What follows belongs to an exercise in optimizing a design on an open flow for small area; a production flow would make more cautious choices. In this exercise RTL edits were held to simulation tests only and were not proved equivalent to the original. Power is estimated from default activity; no workload was simulated.

==> run E <==
==> flow/design.v (excerpt) <==
module SisArrayMM #(
    parameter data_size = 16,
    parameter grid_size = 3
    ) (
    input  wire clk,
    input  wire reset,
    input  wire [data_size - 1 : 0] a1,
    input  wire [data_size - 1 : 0] a2,
    input  wire [data_size - 1 : 0] a3,
    input  wire [data_size - 1 : 0] b1,
    input  wire [data_size - 1 : 0] b2,
    input  wire [data_size - 1 : 0] b3,
    output wire [data_size - 1 : 0] c13,
    output wire [data_size - 1 : 0] c23,
    output wire [data_size - 1 : 0] c31,
    output wire [data_size - 1 : 0] c32,
    output wire [data_size - 1 : 0] c33
    );
    reg r1, r2;
    always @(posedge clk) begin
        r1 <= reset;
        r2 <= r1;
    end
    wire rz = reset | r1 | r2;
    reg [15:0] a1_1, a1_2, a2_1, b1_1, b1_2, b2_1;
    always @(posedge clk) begin
        a1_1 <= a1;
        a1_2 <= a1_1;
        a2_1 <= a2;
        b1_1 <= b1;
        b1_2 <= b1_1;
        b2_1 <= b2;
    end
    assign c23 = r23;
    assign c32 = r32;
    assign c33 = r33;
    reg [16:0] r13;
    reg [16:0] r31;
    reg [18:0] p23;
    reg [15:0] r23;
    reg [18:0] p32;
    reg [15:0] r32;
    reg [18:0] q1;
    reg [15:0] q2;
    reg [15:0] r33;
    wire pp_1 = ~(a3[0] & b1_2[0]);
    wire pp_2 = ~(a3[0] & b1_2[1]);
    wire pp_3 = ~(a3[0] & b1_2[2]);
    wire pp_4 = ~(a3[0] & b1_2[3]);
    wire pp_5 = ~(a3[0] & b1_2[4]);
    wire pp_6 = ~(a3[0] & b1_2[5]);
    wire pp_7 = ~(a3[0] & b1_2[6]);
    wire pp_8 = ~(a3[0] & b1_2[7]);
    wire pp_9 = ~(a3[0] & b1_2[8]);
    wire pp_10 = ~(a3[0] & b1_2[9]);
    wire pp_11 = ~(a3[0] & b1_2[10]);
    wire pp_12 = ~(a3[0] & b1_2[11]);
    wire pp_13 = ~(a3[0] & b1_2[12]);
    wire pp_14 = ~(a3[0] & b1_2[13]);
    wire pp_15 = ~(a3[0] & b1_2[14]);
    wire pp_16 = ~(a3[0] & b1_2[15]);
    wire pp_17 = ~(a3[1] & b1_2[0]);
    wire pp_18 = ~(a3[1] & b1_2[1]);
    wire pp_19 = ~(a3[1] & b1_2[2]);
    wire pp_20 = ~(a3[1] & b1_2[3]);
    wire pp_21 = ~(a3[1] & b1_2[4]);
    wire pp_22 = ~(a3[1] & b1_2[5]);
    wire pp_23 = ~(a3[1] & b1_2[6]);
    wire pp_24 = ~(a3[1] & b1_2[7]);
    wire pp_25 = ~(a3[1] & b1_2[8]);
    wire pp_26 = ~(a3[1] & b1_2[9]);
    wire pp_27 = ~(a3[1] & b1_2[10]);
  ...
Settings: LEC_CHECK=0, CAP_MARGIN=0, CORE_MARGIN=2, CORE_UTILIZATION=65, CTS_BUF_LIST=sky130_fd_sc_hd__clkbuf_4 sky130_fd_sc_hd__clkbuf_8, SLEW_MARGIN=0, SYNTH_HIERARCHICAL=1, SYNTH_MINIMUM_KEEP_SIZE=0; clock period 8.0 ns.
run.sh (not shown) runs the stock make flow with config.mk's settings and CLKGATE_MAP_FILE= SYNTH_SCRIPT=/design/flow/synth_recipe.tcl, a recipe that flattens the netlist after the stock synthesis.
==> inputs of run X, as changes to run E <==
- CAP_MARGIN: 0 -> 20
- CORE_UTILIZATION: 65 -> 40
- CTS_BUF_LIST: sky130_fd_sc_hd__clkbuf_4 sky130_fd_sc_hd__clkbuf_8 -> not set
- SLEW_MARGIN: 0 -> 20
==> inputs of run D, as changes to run E <==
- CAP_MARGIN: 0 -> 20
- CORE_UTILIZATION: 65 -> 60
- CTS_BUF_LIST: sky130_fd_sc_hd__clkbuf_4 sky130_fd_sc_hd__clkbuf_8 -> not set
- SLEW_MARGIN: 0 -> 20
==> summary of the runs <==
- In run D the clock skew is lower than in run X, by 14 ps.
- The highest die area belongs to run X, the lowest to run E.
- In area after synthesis, run D and run E do not differ.
- Flip-flop and latch count is the same in run E and run D.
- Against run E, the core utilization of run X is lower by 29 points.
- The highest non-clock buffer count belongs to run D, the lowest to run E.
- Between run E and run D, the lower count of clock-buffer cells in the layout is in run D (gap 20).
==> figures <==
|  | run D | run E | run X |
|---|---|---|---|
| Outcome | finished clean | finished clean | finished clean |
| Sw Ratio | 0.429 | 0.439 | 0.421 |
| Overall power after layout | 16900 uW | 17200 uW | 16700 uW |
| Crit share post-route | 0.981 | 0.976 | 0.971 |
| Clock group | 1530 uW | 1530 uW | 1650 uW |
| Total global-route track usage | 0.400 | 0.451 | 0.273 |
| CP max FO | 29 | 6 | 15 |
| Worst R2R Setup Slack | 1180 ps | 960 ps | 1260 ps |
| Met2 Usage GRT | 0.623 | 0.691 | 0.424 |
| Initial DRC count | 2750 | 3374 | 2309 |
| Dpl hpwl | 86300 um | 86900 um | 86800 um |
| Crit path top cell by count | sky130_fd_sc_hd__fa_1 | sky130_fd_sc_hd__fa_2 | sky130_fd_sc_hd__fa_1 |
| Area post-placement | 36400 sq um | 36300 sq um | 36900 sq um |
| Core utilization of the finished layout | 0.710 | 0.766 | 0.475 |
| Post-route insts no fill | 4043 | 4033 | 4405 |

==> run a <==
Another version of the RTL of SisArrayMM (not shown whole).
==> flow/config.mk <==
export PLATFORM = sky130hd
export DESIGN_NAME = SisArrayMM
export DESIGN_NICKNAME = SisArrayMM
export VERILOG_FILES = /design/flow/design.v
export SDC_FILE = /design/flow/constraint.sdc
export NUM_CORES = 4
export LEC_CHECK = 0
export CAP_MARGIN = 20
export CORE_MARGIN = 2
export CORE_UTILIZATION = 60
export GPL_TIMING_DRIVEN = 0
export SLEW_MARGIN = 20
export SYNTH_HIERARCHICAL = 1
export SYNTH_MINIMUM_KEEP_SIZE = 0
==> flow/constraint.sdc <==
create_clock -name core_clock -period 8.0 [get_ports {clk}]
set_input_delay 1.6000 -clock core_clock [delete_from_list [all_inputs] [get_ports {clk}]]
set_output_delay 1.6000 -clock core_clock [all_outputs]
set_load 0.01 [all_outputs]
==> inputs of run b, as changes to run a <==
--- a/flow/config.mk
+++ b/flow/config.mk
@@ -8,7 +8,6 @@
 export CAP_MARGIN = 20
 export CORE_MARGIN = 2
 export CORE_UTILIZATION = 60
-export GPL_TIMING_DRIVEN = 0
 export SLEW_MARGIN = 20
 export SYNTH_HIERARCHICAL = 1
 export SYNTH_MINIMUM_KEEP_SIZE = 0
==> reports/qor.yml <==
outcome:
  status: "no timing/DRC/antenna violations"
setup_path:
  crit_cells: 17
final_layout:
  fin_util_pct: 71.26
  finalNetCount: 3585
power:
  p_total_mw: 16.96
  switching_share_pct: 45.19
  vdd.ir_drop.worst_mv: 1.955
  power.share.sequential_pct: 11.8
sta:
  fin_worst_skew_ps: 43.07
drt:
  viasPerCell: 6.651
That was run a.
==> reports/qor.yml <==
drt:
  viasPerCell: 6.482
final_layout:
  finalNetCount: 3682
  fin_util_pct: 71.38
  biggestCellCategory: "multi-input combinational cells"
setup_path:
  crit_cells: 18
outcome:
  status: "no timing/DRC/antenna violations"
power:
  switching_share_pct: 45.01
  vdd.ir_drop.worst_mv: 1.302
die:
  fp.dieW_um: 223.2
That was run b.

separate check: timing with driven ports:
The results above use ideal ports. As a check the final layouts listed here were re-extracted and re-timed, cells and wires unchanged. Step 1 (the two cells are an assumption about what drives the block):
set clk [get_ports {clk}]
set_driving_cell -lib_cell sky130_fd_sc_hd__clkbuf_16 $clk
set_driving_cell -lib_cell sky130_fd_sc_hd__buf_2 [delete_from_list [all_inputs] $clk]
Step 2 moves the port delays by t, midway between the first and last clock arrival at a register: inputs arrive t later, outputs are due t later. That takes back most of the time a late clock gives input paths. Three values: no drivers, after step 1, after step 2; two values: the first two.
| run | shift t [ns] | setup WS [ns] | worst register clock-pin slew, ns | pins driven straight from the clock port |
|---|---|---|---|---|
| run E | 0.714 | 0.193 / 0.221 / -0.493 | 0.08 / 0.08 | 1 |
| run X | 0.627 | 0.235 / 0.276 / -0.352 | 0.07 / 0.07 | 1 |
| run D | 0.653 | 0.154 / 0.187 / -0.466 | 0.07 / 0.07 | 1 |
| run a | 0.663 | 0.182 / 0.223 / -0.441 | 0.07 / 0.07 | 1 |
| run b | 0.657 | 0.416 / 0.451 / -0.206 | 0.07 / 0.07 | 1 |
Met with ideal ports but missed after step 2: setup timing in every run listed. For run E, which loses most, drivers alone change the setup slack by +0.028 ns; drivers and shift together by -0.686 ns.
